What follows belongs to an exercise in optimizing a design on an open flow for small area and a short achievable clock period; a production flow would make more cautious choices.
The RTL was checked by simulation tests, not by an equivalence proof against the original design.
The clock port is modelled as an ideal driver, which makes a skipped or thinned clock tree look cheaper than it is; a real chip needs a root buffer or a tree.

Setup of MS:
Design mult_top, start of the top module:
module mult_top (
    input             clk,
    input      [31:0] mplier,
    input      [31:0] mcand,
    output     [63:0] product
);
    reg  [31:0] mplier_q;
    reg  [31:0] mcand_q;
    reg  [63:0] product_q;
    wire [63:0] product_d;
    signed_array_mplier #(.N(32)) u_mult (
        .mplier (mplier_q),
        .mcand  (mcand_q),
        .product(product_d)
    );
    always @(posedge clk) begin
        mplier_q  <= mplier;
        mcand_q   <= mcand;
        product_q <= product_d;
    end
    assign product = product_q;
endmodule
Size: roughly 2600 cells after synthesis, about 130 flip-flops, ~130 I/O pins.
==> flow/config.mk <==
export PLATFORM = sky130hd
export DESIGN_NAME = mult_top
export DESIGN_NICKNAME = mult_top
export VERILOG_FILES = /design/flow/design.v
export SDC_FILE = /design/flow/constraint.sdc
export NUM_CORES = 4
export LEC_CHECK = 0
export ABC_AREA = 1
export CAP_MARGIN = 20
export CORE_MARGIN = 2
export CORE_UTILIZATION = 40
export SLEW_MARGIN = 20
export SYNTH_HIERARCHICAL = 1
export SYNTH_MINIMUM_KEEP_SIZE = 0
==> flow/constraint.sdc <==
create_clock -name core_clock -period 28.0 [get_ports {clk}]
set_input_delay 5.6000 -clock core_clock [delete_from_list [all_inputs] [get_ports {clk}]]
set_output_delay 5.6000 -clock core_clock [all_outputs]
set_load 0.01 [all_outputs]
standard.sh (not shown) runs the stock make flow with config.mk's settings and CLKGATE_MAP_FILE= SYNTH_SCRIPT=/design/flow/synth_recipe.tcl, a recipe that flattens the netlist after the stock synthesis.
==> flow/flow/run.sh <==
#!/bin/bash
# Own layout flow: the standard flow (standard.sh) with the standard
# synthesis unchanged, then the layout steps with
#  - plain buffers (buf_2) on the ports,
#  - a two-level balanced clock tree (flow/cts_own.tcl) in place of ORFS's CTS,
#  - repair_timing aiming at a slack margin below the fixed clock period, so
#    that it sizes and buffers the multiplier's critical paths.
# The output of each make run is in make_*.log here; each step's log is in
# orfs/logs/.
set -euo pipefail
export OWN_FLOW_DIR=$(pwd)/flow
bash standard.sh synth > make_synth.log 2>&1
bash standard.sh \
  SETUP_SLACK_MARGIN=21.45 \
  "BUFFER_PORTS_ARGS=-buffer_cell sky130_fd_sc_hd__buf_2" \
  PRE_CTS_TCL=$OWN_FLOW_DIR/cts_own.tcl \
  finish > make_finish.log 2>&1
Other scripts of this flow, unchanged in this note and not shown: flow/flow/cts_own.tcl
Here is what was changed in the inputs of JK compared with MS.
-- flow/flow/run.sh --
<<< MS, line 14
  SETUP_SLACK_MARGIN=21.45 \
>>> JK, line 14
  SETUP_SLACK_MARGIN=21.75 \
==> run notes <==
- For JK and MS, there was not a single run that failed to finish clean.
- From MS to JK the numbers moved as follows: number of instances resized during post-cts repair +150%, setup slack moved up.
- Any difference in maximum clock frequency between MS and JK is small enough to ignore.
- Summary of the comparison: number of global-route vias before repair is higher in JK, relative to MS.
In every run of this note, the design's own scripts or RTL, not TritonCTS, make the clock network.


Starting RTL as in the previous note.
Settings: LEC_CHECK=0, ABC_AREA=1, CAP_MARGIN=20, CORE_MARGIN=2, CORE_UTILIZATION=60, SLEW_MARGIN=20, SYNTH_HIERARCHICAL=1, SYNTH_MINIMUM_KEEP_SIZE=0; clock period 28.0 ns.
==> flow/flow/run.sh <==
#!/bin/bash
# Own layout flow: the standard flow (standard.sh) with the standard
# synthesis unchanged, then the layout steps with
#  - the buffers ABC inserted removed at floorplan (the resizer rebuffers),
#  - plain buffers (buf_2) on the ports,
#  - repair_timing aiming at a slack margin below the fixed clock period, so
#    that it sizes and buffers the multiplier's critical paths.
# The output of each make run is in make_*.log here; each step's log is in
# orfs/logs/.
set -euo pipefail
bash standard.sh synth > make_synth.log 2>&1
bash standard.sh \
  SETUP_SLACK_MARGIN=21.3 \
  REMOVE_ABC_BUFFERS=1 \
  "BUFFER_PORTS_ARGS=-buffer_cell sky130_fd_sc_hd__buf_2" \
  finish > make_finish.log 2>&1
The first run produced a clean layout.
Then changed:
--- a/flow/flow/run.sh
+++ b/flow/flow/run.sh
@@ -14,2 +14,2 @@
-  REMOVE_ABC_BUFFERS=1 \
-  "BUFFER_PORTS_ARGS=-buffer_cell sky130_fd_sc_hd__buf_2" \
+  REMOVE_ABC_BUFFERS=0 \
+  "BUFFER_PORTS_ARGS=-buffer_cell sky130_fd_sc_hd__buf_2"  \
Settings changed: CORE_UTILIZATION 60 to 40.
After rerunning: Core utilization decreases by 21 points. Design area increases by 1.4%. Critical path depth does not change. Final cell count increases by 8.5%. Die area increases by 49%.
Then changed:
--- a/flow/flow/run.sh
+++ b/flow/flow/run.sh
@@ -15 +15 @@
-  "BUFFER_PORTS_ARGS=-buffer_cell sky130_fd_sc_hd__buf_2"  \
+  "BUFFER_PORTS_ARGS=-buffer_cell sky130_fd_sc_hd__buf_2" CTS_CLUSTER_SIZE=32 CTS_CLUSTER_DIAMETER=200 \
=> Hold slack is unchanged; utilization is unchanged; non-clock buffer count is unchanged; cell area stays the same; register-to-register slack is about the same.
Then changed:
--- a/flow/flow/run.sh
+++ b/flow/flow/run.sh
@@ -15 +15 @@
-  "BUFFER_PORTS_ARGS=-buffer_cell sky130_fd_sc_hd__buf_2" CTS_CLUSTER_SIZE=32 CTS_CLUSTER_DIAMETER=200 \
+  "BUFFER_PORTS_ARGS=-buffer_cell sky130_fd_sc_hd__buf_2" CTS_BUF_LIST=sky130_fd_sc_hd__clkbuf_8 \
Clock-buffer cell count goes down by 1.
Area after synthesis stays the same.
Cell area goes down by 0.65%.
Hold slack improves by 6.6 ps.
First-iteration DRC count goes up by 7.2%.
Flip-flop and latch count stays the same.
Wire length barely changes.
Die area stays the same.
Worst setup slack degrades by 80 ps.
Then changed:
--- a/flow/flow/run.sh
+++ b/flow/flow/run.sh
@@ -14,2 +14,2 @@
-  REMOVE_ABC_BUFFERS=0 \
-  "BUFFER_PORTS_ARGS=-buffer_cell sky130_fd_sc_hd__buf_2" CTS_BUF_LIST=sky130_fd_sc_hd__clkbuf_8 \
+  REMOVE_ABC_BUFFERS=1 \
+  "BUFFER_PORTS_ARGS=-buffer_cell sky130_fd_sc_hd__buf_2" TNS_END_PERCENT=0 \
Routed wire length goes up by 2.3%.
Hold slack gets worse by 23 ps.
Count of clock-buffer cells in the layout grows by 3.
Sequential share of layout area hardly moves.
Setup slack is better by 37 ps.
Global-route usage came out higher by 0.54 points.
Cell area rose by about 0.54%.


run a:
Another version of the RTL of mult_top (not shown whole).
Size: about 2800 cells after synthesis, about 130 flip-flops, about 0.024 sq mm of cells after synthesis.
Settings: LEC_CHECK=0, ABC_AREA=1, CAP_MARGIN=20, CORE_MARGIN=2, CORE_UTILIZATION=40, SLEW_MARGIN=20, SYNTH_HIERARCHICAL=1, SYNTH_MINIMUM_KEEP_SIZE=0; clock period 28.0 ns.
==> flow/flow/run.sh <==
#!/bin/bash
# Own layout flow: the standard flow (standard.sh) with the standard
# synthesis unchanged, then the layout steps with
#  - plain buffers (buf_2) on the ports,
#  - a two-level balanced clock tree (flow/cts_own.tcl) in place of ORFS's CTS,
#  - repair_timing aiming at a slack margin below the fixed clock period, so
#    that it sizes and buffers the multiplier's critical paths.
# The output of each make run is in make_*.log here; each step's log is in
# orfs/logs/.
set -euo pipefail
export OWN_FLOW_DIR=$(pwd)/flow
bash standard.sh synth > make_synth.log 2>&1
bash standard.sh \
  SETUP_SLACK_MARGIN=21.45 \
  "BUFFER_PORTS_ARGS=-buffer_cell sky130_fd_sc_hd__buf_2" \
  PRE_CTS_TCL=$OWN_FLOW_DIR/cts_own.tcl \
  finish > make_finish.log 2>&1
Other scripts of this flow, unchanged in this note and not shown: flow/flow/cts_own.tcl
The inputs of run b differ from those of run a as listed below.
diff --git a/flow/flow/run.sh b/flow/flow/run.sh
--- a/flow/flow/run.sh
+++ b/flow/flow/run.sh
@@ -4 +4,2 @@
-#  - plain buffers (buf_2) on the ports,
+#  - plain buffers on the ports: buf_2 on the outputs, buf_1 on the inputs
+#    (flow/inbuf.tcl),
@@ -14 +15 @@
-  SETUP_SLACK_MARGIN=21.45 \
+  SETUP_SLACK_MARGIN=21.55 \
@@ -16,0 +18 @@
+  PRE_RESIZE_TCL=$OWN_FLOW_DIR/inbuf.tcl \
==> flow/flow/inbuf.tcl (new file) <==
# Own flow (sourced as PRE_RESIZE_TCL): the input ports keep their buffer, but
# the smallest one (buf_1): the paths from the inputs have a lot of slack.
set own_n 0
foreach inst [[ord::get_db_block] getInsts] {
  if {[string match "input*" [$inst getName]] && [[$inst getMaster] getName] eq "sky130_fd_sc_hd__buf_2"} {
    replace_cell [$inst getName] sky130_fd_sc_hd__buf_1
    incr own_n
  }
}
puts "own flow: $own_n input port buffers set to buf_1"
--- outcome ---
- Hold slack on run b is up relative to run a.
- Status: total length of routed wires parity (run a, run b)
- Re data arrival at the endpoint of the critical path: run b is 5.82 ns down on run a.
- Run b -> run a: count of multi-input gates flat
- Run a has higher count of cells along the worst register-to-register path than run b.
- Between run a and run b, the post-placement worst setup slack does not differ in any meaningful way.
In every run of this note, the design's own scripts or RTL, not TritonCTS, make the clock network.


Setup of build 34:
Starting RTL as in the previous note.
clock: 28.0 ns
lec_check: 0
abc_area: 1
cap_margin: 20
core_margin: 2
core_utilization: 40
slew_margin: 20
synth_hierarchical: 1
synth_minimum_keep_size: 0
==> flow/flow/run.sh <==
#!/bin/bash
# Own layout flow: the standard flow (standard.sh) with the standard
# synthesis unchanged, then the layout steps with
#  - plain buffers (buf_2) on the ports,
#  - a two-level balanced clock tree (flow/cts_own.tcl) in place of ORFS's CTS,
#  - repair_timing aiming at a slack margin below the fixed clock period, so
#    that it sizes and buffers the multiplier's critical paths.
# The output of each make run is in make_*.log here; each step's log is in
# orfs/logs/.
set -euo pipefail
export OWN_FLOW_DIR=$(pwd)/flow
bash standard.sh synth > make_synth.log 2>&1
bash standard.sh \
  SETUP_SLACK_MARGIN=21.6 \
  "BUFFER_PORTS_ARGS=-buffer_cell sky130_fd_sc_hd__buf_2" \
  PRE_CTS_TCL=$OWN_FLOW_DIR/cts_own.tcl \
  finish > make_finish.log 2>&1
Other scripts of this flow, unchanged in this note and not shown: flow/flow/cts_own.tcl
Build 34 finished all stages; the layout is clean.
#### Input delta (build 78 over build 34)
# build 34
export LEC_CHECK = 0
export ABC_AREA = 1
export CAP_MARGIN = 20
export CORE_MARGIN = 2
export CORE_UTILIZATION = 40
export SLEW_MARGIN = 20
export SYNTH_HIERARCHICAL = 1
export SYNTH_MINIMUM_KEEP_SIZE = 0
create_clock -name core_clock -period 28.0 [get_ports {clk}]
# build 78
export LEC_CHECK = 0
export ABC_AREA = 1
export CAP_MARGIN = 20
export CORE_MARGIN = 2
export CORE_UTILIZATION = 50
export SLEW_MARGIN = 20
export SYNTH_HIERARCHICAL = 1
export SYNTH_MINIMUM_KEEP_SIZE = 0
create_clock -name core_clock -period 28.0 [get_ports {clk}]
diff --git a/flow/flow/run.sh b/flow/flow/run.sh
--- a/flow/flow/run.sh
+++ b/flow/flow/run.sh
@@ -12,5 +12,5 @@
 bash standard.sh synth > make_synth.log 2>&1
 bash standard.sh \
-  SETUP_SLACK_MARGIN=21.6 \
+  SETUP_SLACK_MARGIN=21.55 \
   "BUFFER_PORTS_ARGS=-buffer_cell sky130_fd_sc_hd__buf_2" \
   PRE_CTS_TCL=$OWN_FLOW_DIR/cts_own.tcl \
Setup WNS build 34 -> build 78: better. Diff build 34 -> build 78: number of placed instances, taps included dropped 4.8%; final cell count dropped 182. | hold slack | higher: build 78 |. Any difference in routed wire length between build 34 and build 78 is small enough to ignore. Build 78 — global-route track usage on met3 4.4 points higher, build 34 as reference.
### build 78 -> build 26
# build 78
export LEC_CHECK = 0
export ABC_AREA = 1
export CAP_MARGIN = 20
export CORE_MARGIN = 2
export CORE_UTILIZATION = 50
export SLEW_MARGIN = 20
export SYNTH_HIERARCHICAL = 1
export SYNTH_MINIMUM_KEEP_SIZE = 0
create_clock -name core_clock -period 28.0 [get_ports {clk}]
# build 26
export LEC_CHECK = 0
export ABC_AREA = 1
export CAP_MARGIN = 20
export CORE_MARGIN = 2
export CORE_UTILIZATION = 40
export SLEW_MARGIN = 20
export SYNTH_HIERARCHICAL = 1
export SYNTH_MINIMUM_KEEP_SIZE = 0
create_clock -name core_clock -period 28.0 [get_ports {clk}]
diff --git a/flow/flow/run.sh b/flow/flow/run.sh
--- a/flow/flow/run.sh
+++ b/flow/flow/run.sh
@@ -15,3 +15,4 @@
   "BUFFER_PORTS_ARGS=-buffer_cell sky130_fd_sc_hd__buf_2" \
   PRE_CTS_TCL=$OWN_FLOW_DIR/cts_own.tcl \
+  SKIP_GATE_CLONING=1 \
   finish > make_finish.log 2>&1
Findings:
- The final layout from build 78, which completed every stage, passed the timing, design-rule and antenna checks at the end of the flow.
- Build 26 | status: complete | timing, DRC, antenna: pass
- Summary of build 26 over build 78: slew at the pin closest to its max-slew limit dropped 0.057 ns, critical path depth roughly the same, sequential fraction of total cell area was more or less identical, minimum period implied by the final worst setup slack has increased.
- Build 26 ends up with a met3 demand-to-capacity share in global routing that is 4.5 points lower than in build 78.
- Going from build 78 to build 26, the die area was enlarged.
- Compared build 26 against build 78; area occupied by registers within noise.
- Area: build 26 vs build 78 -> build 26 larger
No run of this note takes its clock network from TritonCTS; it comes from the design's own scripts or RTL.


Setup of the previous run:
mult_top again, from the RTL that the note above started with.
export LEC_CHECK = 0
export ABC_AREA = 1
export CAP_MARGIN = 20
export CORE_MARGIN = 2
export CORE_UTILIZATION = 40
export SLEW_MARGIN = 20
export SYNTH_HIERARCHICAL = 1
export SYNTH_MINIMUM_KEEP_SIZE = 0
create_clock -name core_clock -period 28.0 [get_ports {clk}]
==> flow/flow/run.sh <==
#!/bin/bash
# Own layout flow: the standard flow (standard.sh) with the standard
# synthesis unchanged, then the layout steps with
#  - plain buffers (buf_2) on the ports,
#  - a two-level balanced clock tree (flow/cts_own.tcl) in place of ORFS's CTS,
#  - repair_timing aiming at a slack margin below the fixed clock period, so
#    that it sizes and buffers the multiplier's critical paths.
# The output of each make run is in make_*.log here; each step's log is in
# orfs/logs/.
set -euo pipefail
export OWN_FLOW_DIR=$(pwd)/flow
bash standard.sh synth > make_synth.log 2>&1
bash standard.sh \
  SETUP_SLACK_MARGIN=21.5 \
  "BUFFER_PORTS_ARGS=-buffer_cell sky130_fd_sc_hd__buf_2" \
  PRE_CTS_TCL=$OWN_FLOW_DIR/cts_own.tcl \
  finish > make_finish.log 2>&1
Other scripts of this flow, unchanged in this note and not shown: flow/flow/cts_own.tcl
For the current run, these inputs were changed with respect to the previous run:
--- a/flow/flow/run.sh
+++ b/flow/flow/run.sh
@@ -14 +14 @@
-  SETUP_SLACK_MARGIN=21.5 \
+  SETUP_SLACK_MARGIN=21.55 \
## What came out
The current run vs the previous run: final net count down. Going from the previous run to the current run, detailed route wirelength on metal2 saw a decrease, layout multi-input combinational cell count saw little to no change, final cell count saw a decrease.
No run of this note takes its clock network from TritonCTS; it comes from the design's own scripts or RTL.

[afterwards: timing with drivers on the ports]
How much do the figures lean on ideal ports? The routed layouts below were timed once more, with nothing changed but the port constraints. Step 1 (the two cells are an assumption about what drives the block):
set clk [get_ports {clk}]
set_driving_cell -lib_cell sky130_fd_sc_hd__clkbuf_16 $clk
set_driving_cell -lib_cell sky130_fd_sc_hd__buf_2 [delete_from_list [all_inputs] $clk]
Step 2 adds t to the input delays and takes it off the output delays; t is the mean of the earliest and latest rising clock arrival at the registers after step 1. Input paths then give back, and output paths get back, about the clock's delay inside the block. a / b / c = no drivers / after step 1 / after step 2; a / b = the first two.
run | t (ns) | setup slack, ns | cell pins on the clock port's net
MS | 0.429 | 21.628 / 21.504 / 21.723 | 4
JK | 0.429 | 21.633 / 21.511 / 21.870 | 4
the first run of note 2 | 0.560 | 21.373 / 21.314 / 21.492 | 1
the second run of note 2 | 0.543 | 21.451 / 21.392 / 21.592 | 1
the third run of note 2 | 0.543 | 21.451 / 21.392 / 21.592 | 1
the fourth run of note 2 | 0.609 | 21.371 / 21.316 / 21.569 | 1
the fifth run of note 2 | 0.553 | 21.408 / 21.347 / 21.552 | 1
run a | 0.444 | 21.574 / 21.462 / 21.574 | 4
run b | 0.440 | 21.584 / 21.457 / 21.722 | 4
build 34 | 0.442 | 21.601 / 21.475 / 21.776 | 4
build 78 | 0.429 | 21.617 / 21.497 / 21.755 | 4
build 26 | 0.441 | 21.598 / 21.471 / 21.763 | 4
the previous run | 0.442 | 21.589 / 21.464 / 21.642 | 4
the current run | 0.440 | 21.595 / 21.470 / 21.704 | 4
After both steps setup and hold are still met in every run listed.
